From an optimization exercise on the open Yosys and OpenROAD flow, aimed at small area, a short achievable clock period and few clock cycles; shortcuts taken in it are not production practice. No activity file was given, so power comes from the tool's default toggle rates.

oak:
## huffman
module huffman(clk, reset, gray_valid, CNT_valid,  gray_data, CNT1, CNT2, CNT3, CNT4, CNT5, CNT6,
    code_valid, HC1, HC2, HC3, HC4, HC5, HC6, M1, M2, M3, M4, M5, M6);
For scale: about 140 flip-flops, roughly 160 I/O pins, about 8900 um^2 of cells after synthesis.
==> module huffman, before the edit <==
module huffman(clk, reset, gray_valid, CNT_valid,  gray_data, CNT1, CNT2, CNT3, CNT4, CNT5, CNT6,
    code_valid, HC1, HC2, HC3, HC4, HC5, HC6, M1, M2, M3, M4, M5, M6);
input clk;
input reset;
input gray_valid;
input [7:0] gray_data;
output reg CNT_valid;
output [7:0] CNT1, CNT2, CNT3, CNT4, CNT5, CNT6;
output reg code_valid;
output [7:0] HC1, HC2, HC3, HC4, HC5, HC6;
output [7:0] M1, M2, M3, M4, M5, M6;
reg [6:0] W1, W2, W3, W4, W5;
reg [6:0] V;
reg [6:0] amount;    
reg [2:0] ptr [0:5];
reg [4:0] hc [0:5];
reg [4:0] m [0:5];
assign CNT1 = {1'b0, W5};
assign CNT2 = {1'b0, V};
assign CNT3 = {1'b0, W1};
assign CNT4 = {1'b0, W2};
assign CNT5 = {1'b0, W3};
assign CNT6 = {1'b0, W4};
assign HC1 = {3'b0, hc[0]};
assign HC2 = {3'b0, hc[1]};
assign HC3 = {3'b0, hc[2]};
assign HC4 = {3'b0, hc[3]};
assign HC5 = {3'b0, hc[4]};
assign HC6 = {3'b0, hc[5]};
assign M1 = {3'b0, m[0][4:1], 1'b1};
assign M2 = {3'b0, m[1][4:1], 1'b1};
assign M3 = {3'b0, m[2][4:1], 1'b1};
assign M4 = {3'b0, m[3][4:1], 1'b1};
assign M5 = {3'b0, m[4][4:1], 1'b1};
assign M6 = {3'b0, m[5][4:1], 1'b1};
reg counting, sorting, merging;
reg [4:1] U;
reg ph;              
reg [5:1] Tr;
wire last_sort = sorting & !U[1];
wire last_merge = merging & !U[1];
wire cmp_cycle = (sorting | merging) & !ph;
wire ins_cycle = (sorting | merging) & ph;
wire drop = merging & cmp_cycle;
function lt7;
    input [6:0] a, b;
    reg [6:0] l, g;
    begin
        l = ~a & b;
        g = a & ~b;
        lt7 = l[6] | ~g[6] & (l[5] | ~g[5] & (l[4] | ~g[4] & (l[3] | ~g[3] &
              (l[2] | ~g[2] & (l[1] | ~g[1] & l[0])))));
    end
endfunction
wire lt1 = lt7(W1, V);
wire lt2 = lt7(W2, V);
wire lt3 = lt7(W3, V);
wire lt4 = lt7(W4, V);
wire lt5 = lt7(W5, V);
wire [5:1] Tc;
assign Tc[1] = merging ? lt2 : (lt1 | U[1]);
assign Tc[2] = merging ? lt3 : (lt2 | U[2]);
assign Tc[3] = merging ? lt4 : (lt3 | U[3]);
assign Tc[4] = merging ? lt5 : (lt4 | U[4]);
assign Tc[5] = !merging & lt5;
wire [6:1] T = {1'b0, Tr};
wire [2:0] p = {T[4], T[2] & !T[4], (T[1] & !T[2]) | (T[3] & !T[4]) | T[5]};
wire [6:0] D = 7'd127;    
function [6:0] pick;
    input up, here;
    input [6:0] w1, w0, v;
    pick = here ? v : up ? w1 : w0;
endfunction
wire [2:0] sym = gray_data[2:0];
wire take = counting & gray_valid;
reg selw2, selv;
function [6:0] add7;
    input [6:0] a, b;
    reg [6:0] g, t, x, g1, t1, g2, t2, g3;
    begin
        g = a & b;
        t = a | b;
        x = a ^ b;
        g1 = g | (t & {g[5:0], 1'b0});
        t1 = t & {t[5:0], 1'b0};
        g2 = g1 | (t1 & {g1[4:0], 2'b0});
        t2 = t1 & {t1[4:0], 2'b0};
        g3 = g2 | (t2 & {g2[2:0], 4'b0});
        add7 = x ^ {g3[5:0], 1'b0};
    end
endfunction
wire [6:0] vnext = add7(W1, ({7{selw2}} & W2) | ({7{selv}} & V));
always @(posedge clk) begin
    if (reset) begin
        amount <= 7'd0;
        counting <= 1'b1;
        sorting <= 1'b0;
        merging <= 1'b0;
        U <= 4'b1111;
        ph <= 1'b0;
        CNT_valid <= 1'b0;
        code_valid <= 1'b0;
        V <= 7'd0;
        W1 <= 7'd0; W2 <= 7'd0; W3 <= 7'd0; W4 <= 7'd0; W5 <= 7'd0;
    end else begin
        CNT_valid <= take && amount == 7'd99;
        code_valid <= last_merge;
        if (take) amount <= amount + 7'd1;
        if (take && amount == 7'd99) begin
            counting <= 1'b0;
            sorting <= 1'b1;
        end
        if (ins_cycle & last_sort) begin
            sorting <= 1'b0;
            merging <= 1'b1;
        end
        if (last_merge) merging <= 1'b0;
        ph <= cmp_cycle & !last_merge;
        if (ins_cycle) U <= last_sort ? 4'b1111 : {1'b0, U[4:2]};
        if (take) begin
            if (sym == 3'd1) W5 <= W5 + 7'd1;
            if (sym == 3'd2) V  <= V  + 7'd1;
            if (sym == 3'd3) W1 <= W1 + 7'd1;
            if (sym == 3'd4) W2 <= W2 + 7'd1;
            if (sym == 3'd5) W3 <= W3 + 7'd1;
            if (sym == 3'd6) W4 <= W4 + 7'd1;
        end
        if (drop) begin
            W1 <= W2; W2 <= W3; W3 <= W4; W4 <= W5; W5 <= D;
        end
        if (ins_cycle) begin
            W1 <= pick(T[2], T[1] & !T[2], W2, W1, V);
            W2 <= pick(T[3], T[2] & !T[3], W3, W2, V);
            W3 <= pick(T[4], T[3] & !T[4], W4, W3, V);
            W4 <= pick(T[5], T[4] & !T[5], W5, W4, V);
            W5 <= pick(1'b0, T[5],         D,  W5, V);
            V <= vnext;
        end
    end
end
wire sum_next = merging | last_sort;
always @(posedge clk) begin
    Tr <= Tc;
    selw2 <= sum_next & Tc[2];
    selv <= sum_next & !Tc[2];
end
wire [2:0] dst0 = p;
wire [2:0] dst1 = T[1] ? 3'd0 : 3'd1;
wire [2:0] dst2 = T[2] ? 3'd1 : 3'd2;
wire [2:0] dst3 = T[3] ? 3'd2 : 3'd3;
wire [2:0] dst4 = T[4] ? 3'd3 : 3'd4;
wire [2:0] dst5 = T[5] ? 3'd4 : 3'd5;
function [2:0] dst;
    input [2:0] j;
    input [2:0] d0, d1, d2, d3, d4, d5;
    case (j)
        3'd0: dst = d0;
        3'd1: dst = d1;
        3'd2: dst = d2;
        3'd3: dst = d3;
        3'd4: dst = d4;
        default: dst = d5;
    endcase
endfunction
integer s;
always @(posedge clk) begin
    if (counting) begin
        ptr[0] <= 3'd5;
        ptr[1] <= 3'd0;
        ptr[2] <= 3'd1;
        ptr[3] <= 3'd2;
        ptr[4] <= 3'd3;
        ptr[5] <= 3'd4;
    end else if (drop) begin
        for (s = 0; s < 6; s = s + 1)
            if (ptr[s] != 3'd0) ptr[s] <= ptr[s] - 3'd1;
    end else if (ins_cycle) begin
        for (s = 0; s < 6; s = s + 1)
            ptr[s] <= dst(ptr[s], dst0, dst1, dst2, dst3, dst4, dst5);
    end
end
always @(posedge clk) begin
    if (counting) begin
        for (s = 0; s < 6; s = s + 1) begin
            hc[s] <= 5'd0;
            m[s] <= 5'd0;
        end
    end else if (drop) begin
        for (s = 0; s < 6; s = s + 1) begin
            if (ptr[s] <= 3'd1) begin
                m[s] <= {m[s][3:0], 1'b1};
                hc[s] <= hc[s] | (({m[s][3:0], 1'b1} & ~m[s]) & {5{ptr[s] == 3'd0}});
            end
        end
    end
end
endmodule
export LEC_CHECK = 0
export CAP_MARGIN = 20
export CORE_MARGIN = 2
export CORE_UTILIZATION = 70
export CTS_BUF_LIST = sky130_fd_sc_hd__clkbuf_8
export PLACE_DENSITY = 0.8
export SETUP_SLACK_MARGIN = 2.3
export SLEW_MARGIN = 20
create_clock -name core_clock -period 4.5 [get_ports {clk}]
standard.sh (not shown) runs the stock make flow with config.mk's settings and CLKGATE_MAP_FILE= SYNTH_SCRIPT=/design/flow/synth_recipe.tcl, a recipe that flattens the netlist after the stock synthesis.
==> flow/flow/run.sh <==
#!/bin/bash
# Standard layout, but with the smallest buffer on the ports.
set -euo pipefail
sed 's|"\${@:-finish}"|BUFFER_PORTS_ARGS="-buffer_cell sky130_fd_sc_hd__buf_1" "${@:-finish}"|' standard.sh > my_standard.sh
bash my_standard.sh > flow.log 2>&1
Relative to oak, the following input files were edited for pine:
--- a/flow/design.v
+++ b/flow/design.v
@@ -36,11 +36,11 @@
 reg counting, sorting, merging;
 reg [4:1] U;
 reg ph;              
 reg [5:1] Tr;
 wire last_sort = sorting & !U[1];
-wire last_merge = merging & !U[1];
+wire last_merge = merging & !U[2];
 wire cmp_cycle = (sorting | merging) & !ph;
 wire ins_cycle = (sorting | merging) & ph;
 wire drop = merging & cmp_cycle;
 function lt7;
     input [6:0] a, b;
@@ -72,26 +72,11 @@
     pick = here ? v : up ? w1 : w0;
 endfunction
 wire [2:0] sym = gray_data[2:0];
 wire take = counting & gray_valid;
 reg selw2, selv;
-function [6:0] add7;
-    input [6:0] a, b;
-    reg [6:0] g, t, x, g1, t1, g2, t2, g3;
-    begin
-        g = a & b;
-        t = a | b;
-        x = a ^ b;
-        g1 = g | (t & {g[5:0], 1'b0});
-        t1 = t & {t[5:0], 1'b0};
-        g2 = g1 | (t1 & {g1[4:0], 2'b0});
-        t2 = t1 & {t1[4:0], 2'b0};
-        g3 = g2 | (t2 & {g2[2:0], 4'b0});
-        add7 = x ^ {g3[5:0], 1'b0};
-    end
-endfunction
-wire [6:0] vnext = add7(W1, ({7{selw2}} & W2) | ({7{selv}} & V));
+wire [6:0] vnext = W1 + (({7{selw2}} & W2) | ({7{selv}} & V));
 always @(posedge clk) begin
     if (reset) begin
         amount <= 7'd0;
         counting <= 1'b1;
         sorting <= 1'b0;
@@ -102,22 +87,22 @@
         code_valid <= 1'b0;
         V <= 7'd0;
         W1 <= 7'd0; W2 <= 7'd0; W3 <= 7'd0; W4 <= 7'd0; W5 <= 7'd0;
     end else begin
         CNT_valid <= take && amount == 7'd99;
-        code_valid <= last_merge;
+        code_valid <= last_merge & ins_cycle;
         if (take) amount <= amount + 7'd1;
         if (take && amount == 7'd99) begin
             counting <= 1'b0;
             sorting <= 1'b1;
         end
         if (ins_cycle & last_sort) begin
             sorting <= 1'b0;
             merging <= 1'b1;
         end
-        if (last_merge) merging <= 1'b0;
-        ph <= cmp_cycle & !last_merge;
+        if (last_merge & ins_cycle) merging <= 1'b0;
+        ph <= cmp_cycle;
         if (ins_cycle) U <= last_sort ? 4'b1111 : {1'b0, U[4:2]};
         if (take) begin
             if (sym == 3'd1) W5 <= W5 + 7'd1;
             if (sym == 3'd2) V  <= V  + 7'd1;
             if (sym == 3'd3) W1 <= W1 + 7'd1;
@@ -177,21 +162,24 @@
     end else if (ins_cycle) begin
         for (s = 0; s < 6; s = s + 1)
             ptr[s] <= dst(ptr[s], dst0, dst1, dst2, dst3, dst4, dst5);
     end
 end
+reg part, bit1;
 always @(posedge clk) begin
     if (counting) begin
         for (s = 0; s < 6; s = s + 1) begin
             hc[s] <= 5'd0;
             m[s] <= 5'd0;
         end
-    end else if (drop) begin
+    end else if (drop | (last_merge & ins_cycle)) begin
         for (s = 0; s < 6; s = s + 1) begin
-            if (ptr[s] <= 3'd1) begin
+            part = drop ? (ptr[s] <= 3'd1) : 1'b1;
+            bit1 = drop ? (ptr[s] == 3'd0) : ((ptr[s] == 3'd0) ^ T[1]);
+            if (part) begin
                 m[s] <= {m[s][3:0], 1'b1};
-                hc[s] <= hc[s] | (({m[s][3:0], 1'b1} & ~m[s]) & {5{ptr[s] == 3'd0}});
+                hc[s] <= hc[s] | (({m[s][3:0], 1'b1} & ~m[s]) & {5{bit1}});
             end
         end
     end
 end
 endmodule
==> notes.md <==
Of oak and pine, the run reporting the lower number of buffers inserted to repair setup after CTS was oak.
Summary of pine over oak: mean area per synthesized cell shows an increase of 3.9%, aggregate global-route resource usage shows an increase of 0.39 points, fraction of the core area covered by cells at the end of the flow shows a reduction of 1.5 points.
pine vs. oak: wire length on met3 increased by about 30% relative to the old numbers; via count increased by 458 relative to the old numbers.
Side by side, power share of the combinational group turned out higher in pine than in oak.
Side by side, worst setup slack turned out lower in pine than in oak.
| net switching component of the power | pine vs oak | worse |
Taking oak as the reference, in pine post-placement cell count +about 0.45%, post-synthesis cell type count rose 23%, worst hold slack now sits lower.
The run showing the smaller part of the power in the clock network is pine.
Summary — critical-path maximum fanout, pine relative to oak: higher, by 11.
No run of this note included a check of the RTL's function; only the layout flow was run.

[re-timing with driven ports]
Ports are ideal in the flow. The routed layouts listed here were re-timed in OpenROAD.
Step 1, drivers: a clkbuf_16 drives clk and a buf_2 each remaining input, both assumed.
Step 2, shift: input delay + t, output delay - t, t = (earliest + latest rising clock arrival at the registers) / 2. This alone moves slack from input paths to output paths.
Three values: no drivers, after step 1, after step 2; two values: the first two.
| run | t, ns | slack for setup (ns) | worst setup path at the end | worst slew at a driven data input, ns |
|---|---|---|---|---|
| oak | 0.502 | 2.354 / 2.316 / 2.046 | input to register | 0.03 |
| pine | 0.517 | 2.326 / 2.288 / 1.884 | input to register | 0.05 |
After both steps every run listed still meets setup and hold. For pine, which loses most, drivers alone change the setup slack by -0.038 ns; drivers and shift together by -0.442 ns.
